Background: an optimization exercise with open tools, aiming at small area. Do not read the settings as production practice. RTL that was checked went through simulation tests only; none was proved equivalent to the original. No functional check of the RTL was part of runs 3 to 5. No activity file was given, so power comes from the tool's default toggle rates.

==> flow/design.v <==
module cic32
    (
        input i_clk_high,
        input i_reset,
        input [7:0] i_signal,
        output reg o_clk_low,
        output [9:0] o_signal
    );
    reg [4:0] r_counter;
    reg [2:0] r_frames;             
    wire      w_last = (r_counter == 5'd31);
    always @(posedge i_clk_high or posedge i_reset)
        if (i_reset) begin
            r_counter <= 5'd0;
            o_clk_low <= 1'b0;
            r_frames  <= 3'd0;
        end else begin
            r_counter <= r_counter + 5'd1;
            o_clk_low <= w_last;
            if (w_last && r_frames != 3'd5)
                r_frames <= r_frames + 3'd1;
        end
    reg [25:0] r_int0;
    reg [20:0] r_int1;
    reg [15:0] r_int2;
    always @(posedge i_clk_high or posedge i_reset)
        if (i_reset) begin
            r_int0 <= 26'd0;
            r_int1 <= 21'd0;
            r_int2 <= 16'd0;
        end else begin
            r_int0 <= r_int0 + {18'd0, i_signal};
            r_int1 <= r_int1 + r_int0[25:5];
            r_int2 <= r_int2 + r_int1[20:5];
        end
    reg [47:0] r_xr;
    integer i;
    always @(posedge i_clk_high) begin
        r_xr <= {r_xr[46:0], r_xr[47]};
        if (w_last)
            for (i = 0; i < 14; i = i + 1)
                r_xr[13 - i] <= r_int2[2 + i];
    end
    wire w_old = (r_frames >= 3'd3);    
    wire w_p1  = (r_counter == 5'd1);
    wire w_p3  = (r_counter == 5'd3);
    wire w_p5  = (r_counter == 5'd5);
    reg  r_k1, r_k2, r_k3, r_s1, r_s2;
    wire a1 = r_xr[14];
    wire b1 = ~(r_xr[30] & w_old);
    wire c1 = w_p1 | r_k1;
    wire s1 = a1 ^ b1 ^ c1;
    reg [63:0] r_cr;
    wire w_wr1 = (r_counter >= 5'd3) && (r_counter <= 5'd15);
    wire w_wr2 = (r_counter >= 5'd5) && (r_counter <= 5'd16);
    wire a2 = r_s1;
    wire b2 = ~(r_cr[63] & w_old);
    wire c2 = w_p3 | r_k2;
    wire s2 = a2 ^ b2 ^ c2;
    wire a3 = r_s2;
    wire b3 = ~(r_cr[15] & w_old);
    wire c3 = w_p5 | r_k3;
    wire s3 = a3 ^ b3 ^ c3;
    always @(posedge i_clk_high) begin
        r_s1 <= s1;
        r_s2 <= s2;
        r_k1 <= (a1 & b1) | (a1 & c1) | (b1 & c1);
        r_k2 <= (a2 & b2) | (a2 & c2) | (b2 & c2);
        r_k3 <= (a3 & b3) | (a3 & c3) | (b3 & c3);
        r_cr <= {r_cr[62:0], r_cr[63]};
        if (w_wr1) r_cr[0]  <= r_s1;
        if (w_wr2) r_cr[16] <= r_s2;
    end
    reg [41:0] r_or;
    wire w_wr3 = (r_counter >= 5'd7) && (r_counter <= 5'd16);
    always @(posedge i_clk_high) begin
        r_or <= {r_or[40:0], r_or[41]};
        if (w_wr3) r_or[0] <= s3;
    end
    wire w_valid = (r_frames == 3'd5);
    genvar g;
    generate
        for (g = 0; g < 10; g = g + 1) begin : g_out
            assign o_signal[g] = r_or[36 - g] & w_valid;
        end
    endgenerate
endmodule
==> flow/run.sh <==
#!/bin/bash
# synth_recipe.tcl (not shown) runs the flow's synth.tcl, then flattens the netlist and writes it again
# the make line also repeats each setting of config.mk as NAME=value (left out here)
make -C /OpenROAD-flow-scripts/flow DESIGN_CONFIG=/design/flow/config.mk WORK_HOME=/design/flow/orfs CLKGATE_MAP_FILE= SYNTH_SCRIPT=/design/flow/synth_recipe.tcl finish
==> flow/config.mk <==
export PLATFORM = sky130hd
export DESIGN_NAME = cic32
export DESIGN_NICKNAME = cic32
export VERILOG_FILES = /design/flow/design.v
export SDC_FILE = /design/flow/constraint.sdc
export NUM_CORES = 4
export LEC_CHECK = 0
export CAP_MARGIN = 20
export CORE_MARGIN = 2
export CORE_UTILIZATION = 40
export CTS_BUF_LIST = sky130_fd_sc_hd__clkbuf_4 sky130_fd_sc_hd__clkbuf_8
export SETUP_SLACK_MARGIN = 0.05
export SLEW_MARGIN = 20
==> flow/constraint.sdc <==
create_clock -name core_clock -period 2.6 [get_ports {i_clk_high}]
set_input_delay 0.5200 -clock core_clock [delete_from_list [all_inputs] [get_ports {i_clk_high}]]
set_output_delay 0.5200 -clock core_clock [all_outputs]
set_load 0.01 [all_outputs]
==> results.toml, run 1 <==
[routing]
routedWlPerCell_um = 13.4
wl_met2_mm = 5.63
dr_total_vias = 4607
drt-met1-wl_mm = 6.38
drtIter0Drc = 194
drc_errors = 0
vias_per_cell = 4.78
top_layer = "met4"
ant_nets = 0
drt_pass1_iterations = 4
route.met3.wl_um = 510
wirelength_mm = 12.9

[timing]
fin_ws_ns = 0.158
setup_tns_ns = 0
slew_violations = 0
period_minus_slack_ns = 2.44
timing.final.hold_violations = 0
slew_headroom = 0.660
fin_crit_sh = 0.939
rsz0062_at_grt = "no"
setup_viol = 0
hold_ws_ns = 0.322
fmax_ghz = 0.410
tightest_slew_ns = 0.510
fin_skew_ns = 0.0195

[logic_synthesis]
yosysTopAreaCell = "dfxtp_1"
yosysUniqueCellTypes = 56
synth-async-reset-ratio = 0.312
syn_area_um2 = 7980
syn_nets = 687
synth_edf_count = 0
synth_flop_cell = "dfxtp_1"
synth_area_leaders = "dfxtp_1 40%, dfrtp_1 23%, ha_1 8.0%, xnor2_1 5.1%, mux2_2 2.4%"
ys_seq_elements = 231
yosysTopAreaCellShare = 0.399
yosysWarnings = 1
yosysSeqAreaShare = 0.625
synthCells = 620
synth_area_per_cell_um2 = 12.9

[power]
power.total_mw = 10.2
power.density_nw_per_um2 = 1090
ir_drop_v = 0.000540
p_leak_nw = 4.14

[clock_tree]
worst_skew_pair.late_latency_ns = 0.51
clkTransAtPathRegs_ns = 0.06
root_buffer = "clkbuf_8"
cts_tree = "built"
clockBufferDepth = 3
cts.sinks = 231
cts_made_buffers = 37
h-tree-depth = 2

[critical_path]
cp_max_fo = 12
timing_worst_setup_path_type = "flip-flop to output port"
worstPathArrival_ns = 1.92
cp-end-kind = "output port"
cp.required_ns = 2.08
critPathLaunchType = "flip-flop"

[floorplan]
die_x_um = 145
die_area_um2 = 21100
num_rows = 51
io_pins = 21
die_h_um = 145
start_util = 0.408
core-area_um2 = 19500

[global_route]
grt_max_degree = 73
grt_pass1_vias = 4706
grt_overflow_total = 0
grt_use_total = 0.128
antenna_found_initial = 0
grt_pass1_wl_mm = 22.4

[worst_hold_path]
hold_path_class = "flip-flop to flip-flop"

[final_layout]
nets = 742
antennaDiodeCount = 0
final_cell_mix = "159 x dfxtp_1, 72 x dfrtp_1, 50 x ha_1"
layout_commonest_cell = "dfxtp_1"
drive_gt1_frac = 0.153
area_delta_synth_final_pct = 16.6
final_core_util = 0.476

[placed_design]
hpwl_mm = 8.47
pre_cts_slack_ns = -0.0864
numPortBuffers = 20
place.gp.congestion = 0.887

[run]
cap_viol_max_count = 0

[status]
status = "no timing/DRC/antenna violations"
-- report_power, final --
group	total, mW	internal (mW)	switching (mW)	leakage, nW
clock network	3.09	1.80	1.29	0.394
registers	4.34	4.09	0.257	2.20
logic	2.75	1.23	1.51	1.55
-- sequential cells by signal, summed over array words and instances (netlist names) --
register	cells
o_clk_low	1
r_counter	5
r_cr	64
r_frames	3
r_int0	26
r_int1	21
r_int2	16
r_k1	1
r_k2	1
r_k3	1
r_or	42
r_s1	1
r_s2	1
r_xr	48
-- worst max-delay path: stages (launching register included) --
cell and delay [ns]:
dfrtp_1 0.41, inv_1 0.10, ha_4 0.19, and3_1 0.18, clkdlybuf4s50_1 0.54
-- stage by stage --
stage               area, um2  std cells
floorplan                7980        620
global placement         8530        901
detailed placement       8530        901
CTS                      9300        964
global route             9300        964
finish                   9300        964
-- logic make-up after synthesis --
| family | share of synthesized area |
|---|---|
| AOI/OAI and AO/OA | 0.110 |
| and+or+nand+nor | 0.0648 |
| adders and majority gates | 0.0951 |
| xor gates and xnor gates | 0.0648 |
| buffers and inverters | 0.0158 |
| DFF | 0.625 |
| muxes | 0.0240 |
-- cell type report --
type                       instances  area (um2)
fill                            1759       10200
sequential                       231        4980
multi-input combinational        356        2880
clock buffer                      58         698
tap                              265         332
timing repair buffer              28         273
inverter                          21        78.8
clock inverter                     5        57.6
-- metal layers --
layer  global-route usage  vias to the layer above
li1                     -                     2299
met1                0.177                     2208
met2                0.192                       71
met3               0.0314                       29
met4               0.0554                        0
met5                    0                        -
-- final timing paths --
kind / cells after the start / startpoint / slack [ns] / endpoint
worst max register to register: 8 / r_int0[5] / 0.26 / r_int1[20]
max in group asynchronous: 3 / i_reset / 1.85 / r_int0[16]
worst max-delay path: 4 / r_frames[1] / 0.16 / o_signal[5]
worst min-delay path: 0 / r_cr[43] / 0.32 / r_cr[44]
worst min register to register: 0 / r_cr[43] / 0.32 / r_cr[44]
min in group asynchronous: 3 / i_reset / 0.40 / r_int2[3]
-- repair_timing --
| action | CTS | global route |
|---|---|---|
| pin swaps | 0 | 1 |
| setup buffers | 0 | 0 |
| setup endpoints to repair | 10 | 1 |
| resized for setup | 2 | 0 |
| hold buffers | 0 | 0 |
-- synth_stat cells (3+ instances only) --
cell and instances:
dfxtp_1 159, xor2_1 13, xnor2_1 46, nand2b_1 3, a21o_1 21, a31oi_1 10
o31ai_1 3, nand2_1 29, nor2b_1 3, clkbuf_1 10, and3_1 17, a21oi_2 3
nand3_1 13, inv_1 21, a21oi_1 29, o21ai_2 3, a211oi_1 3, mux2_2 17
o21a_1 3, dfrtp_1 72, nor3_1 7, nand4_1 10, o21bai_1 3, and4_1 3
fa_1 6, ha_1 51, o21ai_0 12, nor2_1 11, o211ai_1 8
==> run 2, diff against run 1 <==
--- a/flow/config.mk
+++ b/flow/config.mk
@@ -8,6 +8,5 @@
 export CAP_MARGIN = 20
 export CORE_MARGIN = 2
 export CORE_UTILIZATION = 40
-export CTS_BUF_LIST = sky130_fd_sc_hd__clkbuf_4 sky130_fd_sc_hd__clkbuf_8
-export SETUP_SLACK_MARGIN = 0.05
+export SETUP_SLACK_MARGIN = 0.3
 export SLEW_MARGIN = 20
==> run 2 against run 1 <==
Against the previous run: still clean; global-route usage decreased by 0.46 points; combinational power increased by 5%; fmax increased by 7.3%; critical endpoint is now r_int1[20].
==> results.toml, run 2 <==
[critical_path]
cp-end-kind = "flip-flop"
critPathLaunchType = "flip-flop"
cp.required_ns = 2.99
timing_worst_setup_path_type = "flip-flop to flip-flop"
cp_max_fo = 3
worstPathArrival_ns = 2.66
worst-r2r-cell-count = 8

[floorplan]
num_rows = 51
io_pins = 21
core-area_um2 = 19500
die_x_um = 145
die_h_um = 145
die_area_um2 = 21100
start_util = 0.408

[final_layout]
postLayoutCellArea_um2 = 9470
fill_cells = 1751
antennaDiodeCount = 0
largest_reg_flops = 64
final_cell_mix = "159 x dfxtp_1, 72 x dfrtp_1, 48 x ha_1"
largest_registers = "r_cr (64), r_xr (48), r_or (42)"
top_register = "r_cr"
layout_commonest_cell = "dfxtp_1"
area_delta_synth_final_pct = 18.7
nets = 735
drive_gt1_frac = 0.140

[clock_tree]
worst_skew_pair.late_latency_ns = 0.51
clockBufferDepth = 3
cts_tree = "built"
root_buffer = "clkbuf_16"
cts_made_buffers = 24
h-tree-depth = 1
clkTransAtPathRegs_ns = 0.06
cts.sinks = 231

[logic_synthesis]
yosysTopAreaCellShare = 0.399
synth_most_common_cell = "dfxtp_1"
syn_nets = 687
synthCells = 620
synthTopCellsByCount = "159 x dfxtp_1, 72 x dfrtp_1, 51 x ha_1"
synth_area_per_cell_um2 = 12.9
syn_area_um2 = 7980
synth-async-reset-ratio = 0.312
synth_area_leaders = "dfxtp_1 40%, dfrtp_1 23%, ha_1 8.0%, xnor2_1 5.1%, mux2_2 2.4%"
yosysTopAreaCell = "dfxtp_1"
yosysWarnings = 1
yosysUniqueCellTypes = 56
ys_seq_elements = 231
synth_flop_cell = "dfxtp_1"
yosysSeqAreaShare = 0.625
synth_edf_count = 0

[placed_design]
hpwl_mm = 8.63
pre_cts_slack_ns = -0.174
place.gp.congestion = 0.872
numPortBuffers = 20
placed_cell_area_um2 = 8530

[global_route]
grt_pass1_vias = 4647
grt_overflow_total = 0
grt_max_degree = 37
grt_pass1_wl_mm = 22.0
antenna_found_initial = 0
grt_use_total = 0.123

[timing]
rsz0062_at_grt = "yes"
timing.final.hold_violations = 0
setup_viol = 0
fin_skew_ns = 0.0120
fin_ws_ns = 0.324
fin_crit_sh = 0.875
slew_violations = 0
fmax_ghz = 0.439
slew_headroom = 0.561
hold_ws_ns = 0.321
period_minus_slack_ns = 2.28
tightest_slew_ns = 0.657

[routing]
drt_pass1_iterations = 4
ant_nets = 0
wirelength_mm = 12.8
drtIter0Drc = 119
vias_per_cell = 4.81
dr_total_vias = 4574
drc_errors = 0
routedWlPerCell_um = 13.5

[power]
p_leak_nw = 4.23
power.total_mw = 10.6
power.density_nw_per_um2 = 1120
ir_drop_v = 0.000596

[run]
cap_viol_max_count = 0

[status]
status = "no timing/DRC/antenna violations"

[worst_hold_path]
hold_depth = 0
hold_path_class = "flip-flop to flip-flop"
## run 2: cell count changes in the layout (fill, tap and decap cells not counted), sizes merged
cell and change:
clkdlybuf4s50 -10, bufinv -1, buf +6, clkinv +4
clkinvlp -2, clkbuf -21, dlygate4sd2 +10, inv +1
## run 2: logic make-up after synthesis
family,synth area share
AO/OA/AOI/OAI,0.110
XOR/XNOR,0.0648
adder cells (fa/ha/maj),0.0951
buffers and inverters,0.0158
flip-flops,0.625
multiplexers,0.0240
AND/OR/NAND/NOR,0.0648
## run 2: timing repair
item / CTS / global route
pin swaps: 4 / 11
gates resized for setup: 16 / 11
endpoints found under the hold margin: 0 / 0
setup endpoints to repair: 15 / 13
setup buffers: 2 / 5
hold buffers: 0 / 0
## run 2: area by class of cell
class	count	area, um2	share of cell area
Clock inverter	7	57.6	0.00608
Inverter	21	82.6	0.00872
Multi-Input combinational cell	356	2940	0.310
Tap cell	265	332	0.0350
Sequential cell	231	4980	0.527
Timing Repair Buffer	34	309	0.0326
Clock buffer	37	764	0.0808
## run 2: stage by stage
stage,setup TNS (ns),utilization,instances
2_1_floorplan,0,-,620
3_3_place_gp,-0.450,0.437,900
3_5_place_dp,-1.18,0.437,900
4_1_cts,0,0.480,946
5_1_grt,0,0.485,951
6_report,0,0.485,951
## run 2: routing by layer
layer / up-vias / track usage / part of all wire
met4: 0 / 0.0461 / 0.027
met2: 63 / 0.198 / 0.46
met3: 25 / 0.0267 / 0.034
li1: 2275 / - / -
met5: - / 0 / 0
met1: 2211 / 0.165 / 0.48
## run 2: power by group
group / switching, mW / total [mW] / internal (mW)
Sequential: 0.262 / 4.35 / 4.08
Clock: 1.35 / 3.40 / 2.05
Combinational: 1.56 / 2.88 / 1.32
## run 2: final timing paths
path	from	endpoint	slack (ns)
worst min-delay path	r_xr[41]	r_xr[42]	0.32
worst min register to register	r_xr[41]	r_xr[42]	0.32
max in group asynchronous	i_reset	r_int1[3]	1.55
worst max-delay path	r_int0[5]	r_int1[20]	0.32
worst max register to register	r_int0[5]	r_int1[20]	0.32
min in group asynchronous	i_reset	r_int2[2]	0.45
## run 2: worst max-delay path, stage by stage (launching register included)
cell and delay (ns):
dfrtp_1 0.42, ha_4 0.18, fa_2 0.38, a211oi_2 0.26
o21ai_2 0.14, o2111ai_4 0.28, a21oi_4 0.11, a221oi_2 0.28
xnor2_1 0.10
==> run 3, diff against run 2 <==
--- a/flow/design.v
+++ b/flow/design.v
@@ -43,36 +43,34 @@
     end
     wire w_old = (r_frames >= 3'd3);    
     wire w_p1  = (r_counter == 5'd1);
+    wire w_p2  = (r_counter == 5'd2);
     wire w_p3  = (r_counter == 5'd3);
-    wire w_p5  = (r_counter == 5'd5);
-    reg  r_k1, r_k2, r_k3, r_s1, r_s2;
+    reg  r_k1, r_k2, r_k3;
     wire a1 = r_xr[14];
     wire b1 = ~(r_xr[30] & w_old);
     wire c1 = w_p1 | r_k1;
     wire s1 = a1 ^ b1 ^ c1;
     reg [63:0] r_cr;
-    wire w_wr1 = (r_counter >= 5'd3) && (r_counter <= 5'd15);
-    wire w_wr2 = (r_counter >= 5'd5) && (r_counter <= 5'd16);
-    wire a2 = r_s1;
+    wire w_wr1 = (r_counter >= 5'd2) && (r_counter <= 5'd14);
+    wire w_wr2 = (r_counter >= 5'd3) && (r_counter <= 5'd14);
+    wire a2 = s1;
     wire b2 = ~(r_cr[63] & w_old);
-    wire c2 = w_p3 | r_k2;
+    wire c2 = w_p2 | r_k2;
     wire s2 = a2 ^ b2 ^ c2;
-    wire a3 = r_s2;
+    wire a3 = s2;
     wire b3 = ~(r_cr[15] & w_old);
-    wire c3 = w_p5 | r_k3;
+    wire c3 = w_p3 | r_k3;
     wire s3 = a3 ^ b3 ^ c3;
     always @(posedge i_clk_high) begin
-        r_s1 <= s1;
-        r_s2 <= s2;
         r_k1 <= (a1 & b1) | (a1 & c1) | (b1 & c1);
         r_k2 <= (a2 & b2) | (a2 & c2) | (b2 & c2);
         r_k3 <= (a3 & b3) | (a3 & c3) | (b3 & c3);
         r_cr <= {r_cr[62:0], r_cr[63]};
-        if (w_wr1) r_cr[0]  <= r_s1;
-        if (w_wr2) r_cr[16] <= r_s2;
+        if (w_wr1) r_cr[0]  <= s1;
+        if (w_wr2) r_cr[16] <= s2;
     end
     reg [41:0] r_or;
-    wire w_wr3 = (r_counter >= 5'd7) && (r_counter <= 5'd16);
+    wire w_wr3 = (r_counter >= 5'd5) && (r_counter <= 5'd14);
     always @(posedge i_clk_high) begin
         r_or <= {r_or[40:0], r_or[41]};
         if (w_wr3) r_or[0] <= s3;
@@ -81,7 +79,7 @@
     genvar g;
     generate
         for (g = 0; g < 10; g = g + 1) begin : g_out
-            assign o_signal[g] = r_or[36 - g] & w_valid;
+            assign o_signal[g] = r_or[38 - g] & w_valid;
         end
     endgenerate
 endmodule
==> run 3 against run 2 <==
Against the previous run: the layout now fails its checks (negative setup slack); via count shrank 1.3%; routed wire length shrank 0.28%; worst setup slack lost 0.57 ns; clock skew shrank 0.00055 ns; cell area is essentially flat; non-clock buffer count grew 13; global-route usage grew 0.66 points; die area shrank 2.5%; register-to-register slack lost 0.57 ns; sequential cell count shrank 2; first-iteration DRC count grew 71%; critical path type unchanged; critical endpoint is now r_or[0]; highest routed layer unchanged.
==> results.toml, run 3 <==
[critical_path]
critPathMaxStageDelay_ns = 0.54
crit_chain = "ha_2, ha_4, a211o_1, nand2_2, fa_1, fa_1, fa_1, mux2_4"
critPathLaunchType = "flip-flop"
cp_max_fo = 2
timing_worst_setup_path_type = "flip-flop to flip-flop"
cp-startpoint = "r_frames[1]"
cp_slowest_cell = "fa_1"
worstPathArrival_ns = 3.24
cp.required_ns = 2.99
crit_top_cell = "fa_1"
crit_family = "adder cells"
path_buf_inv = 0
cp-end-kind = "flip-flop"
r2r-start = "r_frames[1]"

[routing]
wirelength_mm = 12.8
ant_nets = 0
vias_per_cell = 4.74
dr_total_vias = 4515
drtIter0Drc = 203
drc_errors = 0
drt_pass1_iterations = 5
routedWlPerCell_um = 13.4

[clock_tree]
worst_skew_pair.late_latency_ns = 0.50
hold_buffers = 0
cts.sinks = 229
h-tree-depth = 1
root_buffer = "clkbuf_16"
cts_tree = "built"
clockBufferDepth = 3
clkTransAtPathRegs_ns = 0.06
cts_made_buffers = 23

[logic_synthesis]
synth_compound_area_frac = 0.0934
synth-xor-area-share = 0.0665
synthTopCellsByCount = "157 x dfxtp_1, 72 x dfrtp_1, 50 x ha_1"
yosysTopAreaCell = "dfxtp_1"
synthMuxAreaShare = 0.0246
ys_seq_elements = 229
synth_fa_ha_area_frac = 0.0959
yosysSeqAreaShare = 0.636
yosys.area_share.simple = 0.0694
synth-async-reset-ratio = 0.314
synth_top_family_by_area = "adder cells"
synth_area_per_cell_um2 = 12.8
synthCells = 609
yosysTopAreaCellShare = 0.404
synth_area_leaders = "dfxtp_1 40%, dfrtp_1 23%, ha_1 8.0%, xnor2_1 5.1%, mux2_2 2.5%"
yosysUniqueCellTypes = 49
synth_most_common_cell = "dfxtp_1"
syn_area_um2 = 7770
syn_nets = 675
synth_edf_count = 0
yosysWarnings = 1
synth_flop_cell = "dfxtp_1"

[run]
cap_viol_max_count = 0

[timing]
slew_headroom = 0.725
setup_viol = 1
fin_crit_sh = 1.10
timing.final.hold_violations = 0
tightest_slew_ns = 0.412
fin_ws_ns = -0.248
period_minus_slack_ns = 2.85
fin_skew_ns = 0.0115
slew_violations = 0
fmax_ghz = 0.351
rsz0062_at_grt = "yes"

[global_route]
grt_pass1_vias = 4683
antenna_found_initial = 0
grt_max_degree = 73
grt_use_total = 0.130
grt_pass1_wl_mm = 21.8
grt_overflow_total = 0

[floorplan]
die_x_um = 143
core-area_um2 = 18900
io_pins = 21
num_rows = 50
die_area_um2 = 20600
start_util = 0.411
die_h_um = 143

[power]
internal_power_mw = 7.36
power.density_nw_per_um2 = 1110
p_clk_frac = 0.290
p_sw_frac = 0.300
power_frac_comb = 0.294
ir_drop_v = 0.000504
p_leak_nw = 4.11
seq_power_share = 0.416
p_sw_mw = 3.15

[final_layout]
drive_gt1_frac = 0.190
nets = 742
final_cell_mix = "157 x dfxtp_1, 72 x dfrtp_1, 43 x xnor2_1"
postLayoutCellArea_um2 = 9480
layout_commonest_cell = "dfxtp_1"
antennaDiodeCount = 0
largest_reg_flops = 64
area_delta_synth_final_pct = 21.9
top_register = "r_cr"
largest_registers = "r_cr (64), r_xr (48), r_or (42)"

[placed_design]
placed_cell_area_um2 = 8420
pre_cts_slack_ns = -0.319
numPortBuffers = 20
place.gp.congestion = 0.781
hpwl_mm = 8.17

[worst_hold_path]
hold_path_class = "input port to flip-flop"
hold_start = "i_signal[0]"

[status]
check.faults = "negative setup slack"
status = "complete, but fails checks"
run 3: cell families (layout without fill, tap and decap cells):
| kind of cell | after synthesis | in the layout |
|---|---|---|
| compound gates | 110 | 110 |
| xor+xnor | 59 | 59 |
| fa+ha+maj | 56 | 56 |
| buf+inv | 29 | 113 |
| flops | 229 | 229 |
| mux | 17 | 17 |
| simple gates | 109 | 109 |
run 3: what timing repair did:
| action | CTS | global route |
|---|---|---|
| pin swaps | 9 | 18 |
| setup endpoints to repair | 27 | 36 |
| resized for setup | 12 | 42 |
| setup buffers | 6 | 5 |
| hold endpoints to repair | 0 | 0 |
run 3: power groups by stage:
stage / sequential [mW] / combinational, mW / clock [mW]
final: 4.37 / 3.09 / 3.05
after global routing: 4.43 / 3.46 / 3.30
after CTS: 4.34 / 2.73 / 3.16
after detailed placement: 4.41 / 2.56 / 0
after global placement: 4.39 / 2.50 / 0
after floorplan: 4.31 / 2.06 / 0
run 3: path summary, 6_finish.rpt:
path	cells past startpoint	endpoint	slack, ns
worst max-delay path	8	r_or[0]	-0.25
worst min-delay path	2	r_int0[0]	0.28
worst max register to register	8	r_or[0]	-0.25
worst min register to register	0	r_xr[40]	0.32
max in group asynchronous	3	r_counter[4]	1.79
min in group asynchronous	3	r_int0[9]	0.47
run 3: through the flow:
stage / power, mW / instances / TNS [ns] / hold WS [ns] / util
after detailed placement: 6.97 / 900 / -3.18 / 0.312 / 0.446
after global routing: 11.2 / 953 / -1.56 / 0.275 / 0.502
after floorplan: 6.37 / 609 / -0.172 / 0.310 / -
final: 10.5 / 953 / -0.248 / 0.283 / 0.502
after CTS: 10.2 / 948 / -1.38 / 0.326 / 0.489
after global placement: 6.90 / 900 / -2.22 / 0.310 / 0.446
run 3: layout make-up:
| class | instances | area, um2 |
|---|---|---|
| fill | 1689 | 9420 |
| clock inverter | 8 | 50.0 |
| sequential | 229 | 4940 |
| timing repair buffer | 47 | 429 |
| clock buffer | 34 | 657 |
| tap | 260 | 325 |
| multi-input combinational | 351 | 2980 |
| inverter | 24 | 93.8 |
run 3: metal layers:
layer	vias up	share of wire	track usage
li1	2241	-	-
met1	2157	0.48	0.175
met2	82	0.46	0.209
met3	35	0.034	0.0250
met4	0	0.029	0.0501
met5	-	0	0
run 3: worst register-to-register path: cells and delay by family (launching register included):
family / cells / cell delay, ns
flops: 1 / 0.38
compound gates: 1 / 0.26
fa+ha+maj: 5 / 1.75
mux: 1 / 0.27
simple gates: 1 / 0.08
==> run 4, diff against run 3 <==
--- a/flow/config.mk
+++ b/flow/config.mk
@@ -5,8 +5,10 @@
 export SDC_FILE = /design/flow/constraint.sdc
 export NUM_CORES = 4
 export LEC_CHECK = 0
+export ABC_AREA = 1
 export CAP_MARGIN = 20
 export CORE_MARGIN = 2
 export CORE_UTILIZATION = 40
-export SETUP_SLACK_MARGIN = 0.3
+export CTS_BUF_LIST = sky130_fd_sc_hd__clkbuf_4 sky130_fd_sc_hd__clkbuf_8
+export SETUP_SLACK_MARGIN = 0.0
 export SLEW_MARGIN = 20
==> run 4 against run 3 <==
Against the previous run: still fails the layout checks on negative setup slack; global-route usage is 2.5 points higher; sequential power up 1%; routed wire length grew 28%; sequential cell count stayed put; largest power group unchanged; area after synthesis increased by 12%; sequential share of layout area down 3.8 points; first-iteration DRC count increased by 79%; via count increased by 32%; synthesized cell count increased by 52%; critical endpoint unchanged; non-clock buffer count decreased by 15; cell count increased by 36%; worst hold slack better by 0.031 ns.
==> results.toml, run 4 <==
[final_layout]
top_register = "r_cr"
postLayoutCellArea_um2 = 10200
layout_commonest_cell = "nand2_1"
largest_reg_flops = 64
final_cell_mix = "251 x nand2_1, 157 x dfxtp_1, 113 x inv_1"
drive_gt1_frac = 0.115
antennaDiodeCount = 0
nets = 1060
area_delta_synth_final_pct = 17.9
largest_registers = "r_cr (64), r_xr (48), r_or (42)"
fill_cells = 1984

[critical_path]
worstPathArrival_ns = 3.10
path_buf_inv = 1
cp-end-kind = "flip-flop"
cp_max_fo = 2
critPathLaunchType = "flip-flop"
cp_slowest_cell = "fa_1"
critPathMaxStageDelay_ns = 0.51
timing_worst_setup_path_type = "flip-flop to flip-flop"
crit_top_cell = "fa_1"
crit_family = "adder cells"
cp.required_ns = 3.07
crit_chain = "ha_2, ha_2, nor2_1, o21ai_1, nand2_1, fa_1, fa_1, fa_1, inv_1, o21ai_1"

[timing]
slew_violations = 0
period_minus_slack_ns = 2.63
slew_headroom = 0.643
fmax_ghz = 0.380
tightest_slew_ns = 0.531
hold_ws_ns = 0.314
rsz0062_at_grt = "yes"
fin_skew_ns = 0.0284
fin_ws_ns = -0.0299
fin_crit_sh = 1.01
setup_viol = 1
timing.final.hold_violations = 0

[placed_design]
numPortBuffers = 20
hpwl_mm = 11.8
placed_cell_area_um2 = 9290
place.gp.congestion = 0.882

[floorplan]
core-area_um2 = 21200
io_pins = 21
die_area_um2 = 22900
start_util = 0.410
die_x_um = 151
die_h_um = 151
num_rows = 53

[logic_synthesis]
yosysTopAreaCellShare = 0.363
synth_edf_count = 0
synth-async-reset-ratio = 0.314
syn_area_um2 = 8670
syn_nets = 990
synth_area_leaders = "dfxtp_1 36%, dfrtp_1 21%, nand2_1 11%, ha_1 7.2%, inv_1 4.9%"
synth_area_per_cell_um2 = 9.38
synthTopCellsByCount = "252 x nand2_1, 157 x dfxtp_1, 114 x inv_1"
ys_seq_elements = 229
synthCells = 924
yosysUniqueCellTypes = 32
synth_most_common_cell = "nand2_1"
synth_flop_cell = "dfxtp_1"
yosysSeqAreaShare = 0.570
yosysTopAreaCell = "dfxtp_1"
yosysWarnings = 1

[routing]
drtIter0Drc = 363
ant_nets = 0
vias_per_cell = 4.58
dr_total_vias = 5955
routedWlPerCell_um = 12.6
drc_errors = 0
drt_pass1_iterations = 5
wirelength_mm = 16.4

[clock_tree]
worst_skew_pair.late_latency_ns = 0.54
cts_tree = "built"
root_buffer = "clkbuf_8"
h-tree-depth = 2
hold_buffers = 0
cts_made_buffers = 39
clockBufferDepth = 3
clkTransAtPathRegs_ns = 0.06
cts.sinks = 229

[run]
cap_viol_max_count = 0

[power]
p_leak_nw = 4.94
power_frac_comb = 0.275
internal_power_mw = 7.38
p_sw_frac = 0.335
p_sw_mw = 3.71
p_clk_frac = 0.325
ir_drop_v = 0.000415
power.density_nw_per_um2 = 1080
seq_power_share = 0.400
power.total_mw = 11.1

[status]
check.faults = "negative setup slack"
status = "complete, but fails checks"

[global_route]
antenna_found_initial = 0
grt_pass1_wl_mm = 27.9
grt_overflow_total = 0
grt_max_degree = 73
grt_pass1_vias = 5739
grt_use_total = 0.155

[worst_hold_path]
hold_path_class = "flip-flop to flip-flop"
-- run 4: cell count changes after synthesis, sizes merged, moves of 6 or more --
cell / change
nand2: +223
nand4: +8
a21o: -8
nand3b: +10
xnor2: -41
nand3: +46
nor2: +43
nor2b: -6
and3: -21
inv: +92
xor2: +13
nor3: +6
-- run 4: worst paths after layout --
path / start / to / slack, ns / depth (start not counted)
min in group asynchronous: i_reset / r_int0[10] / 0.41 / 3
min: r_cr[9] / r_cr[10] / 0.31 / 0
max reg2reg: r_frames[0] / r_or[0] / -0.03 / 10
max: r_frames[0] / r_or[0] / -0.03 / 10
min reg2reg: r_cr[9] / r_cr[10] / 0.31 / 0
max in group asynchronous: i_reset / r_int1[5] / 1.87 / 3
-- run 4: per-layer routing --
layer  routed length, um  GRT usage  share of wire  vias to the layer above
li1                    -          -              -                     3077
met1                8270      0.220           0.50                     2737
met2                6900      0.231           0.42                      106
met3                 816     0.0331          0.050                       35
met4                 389     0.0584          0.024                        0
met5                   0          0              0                        -
-- run 4: cells by family (layout without fill, tap and decap cells) --
group                      Yosys count  in the layout  synth area share
AOI/OAI and AO/OA                   60             60            0.0381
xor gates and xnor gates            31             31            0.0313
adders and majority gates           56             56            0.0860
buffers and inverters              119            219            0.0518
DFF                                229            229             0.570
muxes                               14             14            0.0182
and+or+nand+nor                    415            415             0.204
-- run 4: area by class of cell --
class / instances / area [um2] / share of cell area
tap: 275 / 344 / 0.0337
timing repair buffer: 32 / 294 / 0.0288
clock inverter: 13 / 168 / 0.0164
sequential: 229 / 4940 / 0.484
clock buffer: 58 / 748 / 0.0732
multi-input combinational: 576 / 3290 / 0.322
inverter: 116 / 435 / 0.0426
-- run 4: repair_timing --
action	4_1_cts	5_1_grt
setup endpoints to repair	11	2
pin swaps	3	2
setup buffers	1	1
gates resized for setup	13	1
-- run 4: power groups by stage --
stage                     clock network (mW)  logic [mW]  registers (mW)
after global placement                     0        3.02            4.49
after CTS                               3.74        3.07            4.43
after global routing                    3.89        3.55            4.49
after detailed placement                   0        3.05            4.50
final                                   3.61        3.05            4.43
after floorplan                            0        2.42            4.37
-- run 4: per-stage QoR --
step / util / TNS (ns) / setup WS [ns] / cells
floorplan: - / 0 / 0.00397 / 924
global placement: 0.439 / -0.0322 / -0.0322 / 1226
detailed placement: 0.439 / -0.0739 / -0.0739 / 1226
CTS: 0.483 / -0.116 / -0.0717 / 1298
global route: 0.483 / -0.142 / -0.142 / 1299
finish: 0.483 / -0.0299 / -0.0299 / 1299
==> run 5, diff against run 4 <==
==> flow/design.v (replaced) <==
module cic32
    (
        input i_clk_high,
        input i_reset,
        input [7:0] i_signal,
        output reg o_clk_low,
        output [9:0] o_signal
    );
    localparam hold   = 1'b0;
    localparam sample = 1'b1;
    reg [1:0] r_main_ST;
    reg [4:0] r_counter;
    reg [7:0] r_signal_in;
    reg [25:0] r_intergrator_0;
    reg [20:0] r_intergrator_1;
    reg [15:0] r_intergrator_2;
    reg [13:0] r_intergrator_2_decimation_1;
    reg [13:0] r_intergrator_2_decimation_2;
    reg [13:0] r_comb_0;
    reg [13:0] r_comb_1;
    reg [12:0] r_comb_1_decimation_1;
    reg [12:0] r_comb_1_decimation_2;
    reg [12:0] r_comb_2;
    reg [11:0] r_comb_2_decimation_1;
    reg [11:0] r_comb_2_decimation_2;
    reg [11:0] r_comb_3;
    always @(posedge i_clk_high or posedge i_reset)
        begin
            if(i_reset)
                begin
                    r_counter <= 5'b0;
                    r_main_ST <= hold;
                    o_clk_low <= 1'b0;
                end
            else
                begin
                    if (r_counter == 5'd31)
                        begin
                            r_counter <= 5'b0;
                            r_main_ST <= sample;
                            o_clk_low <= 1'b1;
                        end
                    else
                        begin
                            r_counter <= r_counter + 1;
                            r_main_ST <= hold;
                            o_clk_low <= 1'b0;
                        end
                end
        end
    always @(posedge i_clk_high or posedge i_reset)
        if (i_reset)
        begin
            r_signal_in     <= 8'b0;
            r_intergrator_0 <= 26'b0;
            r_intergrator_1 <= 21'b0;
            r_intergrator_2 <= 16'b0;
        end
        else
        begin
            r_signal_in     <= i_signal;
            r_intergrator_0 <= r_intergrator_0 + r_signal_in;
            r_intergrator_1 <= r_intergrator_1 + r_intergrator_0[25:5];
            r_intergrator_2 <= r_intergrator_2 + r_intergrator_1[20:5];
        end
    always @(posedge i_clk_high or posedge i_reset)
        if (i_reset)
        begin
            r_comb_0 <= 14'b0;
            r_intergrator_2_decimation_1 <= 14'b0;
            r_intergrator_2_decimation_2 <= 14'b0;
            r_comb_1 <= 14'b0;
            r_comb_1_decimation_1 <= 13'b0;
            r_comb_1_decimation_2 <= 13'b0;
            r_comb_2 <= 13'b0;
            r_comb_2_decimation_1 <= 12'b0;
            r_comb_2_decimation_2 <= 12'b0;
            r_comb_3 <= 12'b0;
        end
        else
        begin
            if (r_main_ST == sample)
                begin
                    r_comb_0 <= r_intergrator_2[15:2];
                    r_intergrator_2_decimation_1 <= r_comb_0;
                    r_intergrator_2_decimation_2 <= r_intergrator_2_decimation_1;
                    r_comb_1 <= r_comb_0 - r_intergrator_2_decimation_2;
                    r_comb_1_decimation_1 <= r_comb_1[13:1];
                    r_comb_1_decimation_2 <= r_comb_1_decimation_1;
                    r_comb_2 <= r_comb_1[13:1] - r_comb_1_decimation_2;
                    r_comb_2_decimation_1 <= r_comb_2[12:1];
                    r_comb_2_decimation_2 <= r_comb_2_decimation_1;
                    r_comb_3 <= r_comb_2[12:1] - r_comb_2_decimation_2;
                end
        end
    assign o_signal = r_comb_3[11:2];
endmodule
==> flow/config.mk (replaced) <==
export PLATFORM = sky130hd
export DESIGN_NAME = cic32
export DESIGN_NICKNAME = cic32
export VERILOG_FILES = /design/flow/design.v
export SDC_FILE = /design/flow/constraint.sdc
export NUM_CORES = 4
export LEC_CHECK = 0
export CAP_MARGIN = 20
export CORE_MARGIN = 2
export CORE_UTILIZATION = 40
export SETUP_SLACK_MARGIN = 0.3
export SLEW_MARGIN = 20
==> run 5 against run 4 <==
Against the previous run: the run now finishes clean; synthesized cell count up 5.4%; critical path depth shrank 2; clock skew down 0.0077 ns; cell area up 20%; count of clock-buffer cells in the layout decreased by 24; power shrank 3.8%.
==> results.toml, run 5 <==
[critical_path]
worstPathArrival_ns = 2.65
path_buf_inv = 1
r2r_end = "r_intergrator_1[12]"
r2r-start = "r_intergrator_0[5]"
r2r_setup_slack_ns = 0.33
cp-endpoint = "r_intergrator_1[12]"
cp-end-kind = "flip-flop"
cp-startpoint = "r_intergrator_0[5]"
crit_family = "compound AO/OA/AOI/OAI gates"
path_depth = 8
worst-r2r-cell-count = 8
critPathLaunchType = "flip-flop"
timing_worst_setup_path_type = "flip-flop to flip-flop"
cp_max_fo = 4
critPathMaxStageDelay_ns = 0.40
cp.required_ns = 2.98
crit_chain = "ha_4, fa_2, a21o_1, a221oi_4, o21ai_4, a31o_4, buf_4, xor2_1"
cp_slowest_cell = "dfrtp_1"

[floorplan]
core-area_um2 = 26100
die_x_um = 167
io_pins = 21
die_h_um = 167
num_rows = 59
die_area_um2 = 27900
start_util = 0.407

[routing]
wl_met2_mm = 9.24
route.met3.wl_um = 456
drt-met1-wl_mm = 9.14
drt_pass1_iterations = 15
routedWlPerCell_um = 14.0
top_layer = "met4"
ant_nets = 0
drc_errors = 0
wirelength_mm = 19.2
drtIter0Drc = 287
dr_total_vias = 7184
vias_per_cell = 5.24

[clock_tree]
cts_made_buffers = 25
cts.sinks = 204
root_buffer = "clkbuf_16"
clkTransAtPathRegs_ns = 0.06
hold_buffers = 0
clockBufferDepth = 3
worst_skew_pair.late_latency_ns = 0.52
h-tree-depth = 1
cts_tree = "built"

[worst_hold_path]
hold_path_class = "input port to asynchronous set/reset pin"

[power]
p_leak_nw = 5.85
power.total_mw = 10.7
ir_drop_v = 0.000759
power.density_nw_per_um2 = 868

[logic_synthesis]
synth_most_common_cell = "dfrtp_1"
yosysTopAreaCell = "dfrtp_1"
synth_area_leaders = "dfrtp_1 48%, ha_1 9.2%, mux2_2 7.6%, xnor2_1 4.0%, o21ai_0 3.1%"
synth_edf_count = 0
yosysTopAreaCellShare = 0.479
syn_nets = 1067
yosysUniqueCellTypes = 66
yosysWarnings = 1
yosysSeqAreaShare = 0.479
synthCells = 974
ys_seq_elements = 204
syn_area_um2 = 10600
synth_area_per_cell_um2 = 10.9
synth_flop_cell = "dfrtp_1"
synthTopCellsByCount = "204 x dfrtp_1, 78 x ha_1, 72 x mux2_2, 72 x nand2_1, 65 x o21ai_0"
synth-async-reset-ratio = 1.00

[timing]
tightest_slew_ns = 0.604
fin_ws_ns = 0.328
setup_tns_ns = 0
timing.final.hold_violations = 0
slew_headroom = 0.591
setup_viol = 0
slew_violations = 0
fmax_ghz = 0.440
rsz0062_at_grt = "yes"
fin_skew_ns = 0.0207
fin_crit_sh = 0.874
period_minus_slack_ns = 2.27

[final_layout]
largest_reg_flops = 26
fill_cells = 2449
largest_registers = "r_intergrator_0 (26), r_intergrator_1 (21), r_intergrator_2 (16)"
layout_commonest_cell = "dfrtp_1"
final_cell_mix = "203 x dfrtp_1, 76 x ha_1, 72 x mux2_2, 72 x nand2_1, 62 x o21ai_0"
area_delta_synth_final_pct = 15.4
nets = 1112
stdcell_count = 1372
top_register = "r_intergrator_0"
drive_gt1_frac = 0.164
antennaDiodeCount = 0

[global_route]
grt_overflow_total = 0
grt_pass1_vias = 7093
grt_pass1_wl_mm = 33.6
grt_max_degree = 122
grt_use_total = 0.141
antenna_found_initial = 0

[placed_design]
numPortBuffers = 20
hpwl_mm = 13.4
place.gp.congestion = 0.813
pre_cts_slack_ns = 0.193
place_inst = 1320

[run]
cap_viol_max_count = 0

[status]
status = "no timing/DRC/antenna violations"
[run 5: report_power, final]
group,switching [mW],leakage [nW],internal (mW)
sequential,0.281,2.73,3.60
clock,1.32,0.395,1.93
combinational,1.90,2.73,1.64
total,3.50,5.85,7.17
[run 5: kinds of logic (layout without fill, tap and decap cells)]
group,after synthesis,after routing,share of synthesized area
and+or+nand+nor,213,213,0.0990
xor gates and xnor gates,78,78,0.0642
AOI/OAI and AO/OA,239,239,0.150
DFF,204,204,0.479
adders and majority gates,83,83,0.101
buffers and inverters,84,147,0.0297
muxes,73,73,0.0771
[run 5: layout make-up]
class / instances / area [um2] / share of cell area
Clock inverter: 11 / 65.1 / 0.00530
Tap cell: 335 / 419 / 0.0341
Timing Repair Buffer: 45 / 450 / 0.0367
Multi-Input combinational cell: 686 / 5310 / 0.432
Inverter: 57 / 218 / 0.0177
Sequential cell: 204 / 5110 / 0.416
Clock buffer: 34 / 719 / 0.0586
[run 5: repair_timing]
action                                  CTS  global route
setup buffers                             2             5
pin swaps                                 3            11
resized for setup                         5            19
endpoints found under the setup margin    6            25
[run 5: worst min path at each step]
stage / end / slack [ns] / cells after the start
final: r_intergrator_2[15] / 0.39 / 2
after global routing: r_intergrator_2[15] / 0.42 / 2
after detailed placement: r_intergrator_1[0] / 0.46 / 1
after global placement: r_counter[0] / 0.45 / 1
after floorplan: r_counter[0] / 0.43 / 1
after CTS: r_intergrator_2[15] / 0.40 / 2
[run 5: through the flow]
step	area, um2	utilization	hold WS, ns
6_report	12300	0.470	0.394
5_1_grt	12300	0.470	0.424
4_1_cts	12200	0.466	0.398
3_5_place_dp	11400	0.435	0.461
3_3_place_gp	11400	0.435	0.453
2_1_floorplan	10700	-	0.433
[run 5: per-layer routing]
metal / track usage / vias up
met5: 0 / -
met4: 0.0389 / 0
met3: 0.0210 / 26
met2: 0.245 / 73
met1: 0.185 / 3477
li1: - / 3608

-- re-timing with driven ports --
Ports are ideal in the flow. The routed layouts listed here were re-timed in OpenROAD. Step 1 assumes that a clkbuf_16 drives the clock port and a buf_2 every other input. Step 2, shift: input delay + t, output delay - t, t = (earliest + latest rising clock arrival at the registers) / 2. This alone moves slack from input paths to output paths. a / b / c = no drivers / after step 1 / after step 2; a / b = the first two.
| run | t (ns) | setup WS [ns] | hold WS [ns] | worst slew at a driven data input, ns |
|---|---|---|---|---|
| run 1 | 0.535 | 0.158 / 0.119 / -0.097 | 0.322 / 0.322 / 0.322 | 0.03 |
| run 2 | 0.554 | 0.324 / 0.324 / -0.045 | 0.321 / 0.321 / 0.321 | 0.03 |
| run 3 | 0.541 | -0.248 / -0.248 / -0.248 | 0.283 / 0.257 / 0.324 | 0.04 |
| run 4 | 0.562 | -0.030 / -0.030 / -0.030 | 0.314 / 0.314 / 0.314 | 0.04 |
| run 5 | 0.560 | 0.328 / 0.328 / 0.328 | 0.394 / 0.364 / 0.460 | 0.04 |
With both steps, setup timing fails in run 1 and run 2, where it was met with ideal ports. For run 2, which loses most, drivers alone change the setup slack by 0.000 ns; drivers and shift together by -0.369 ns.
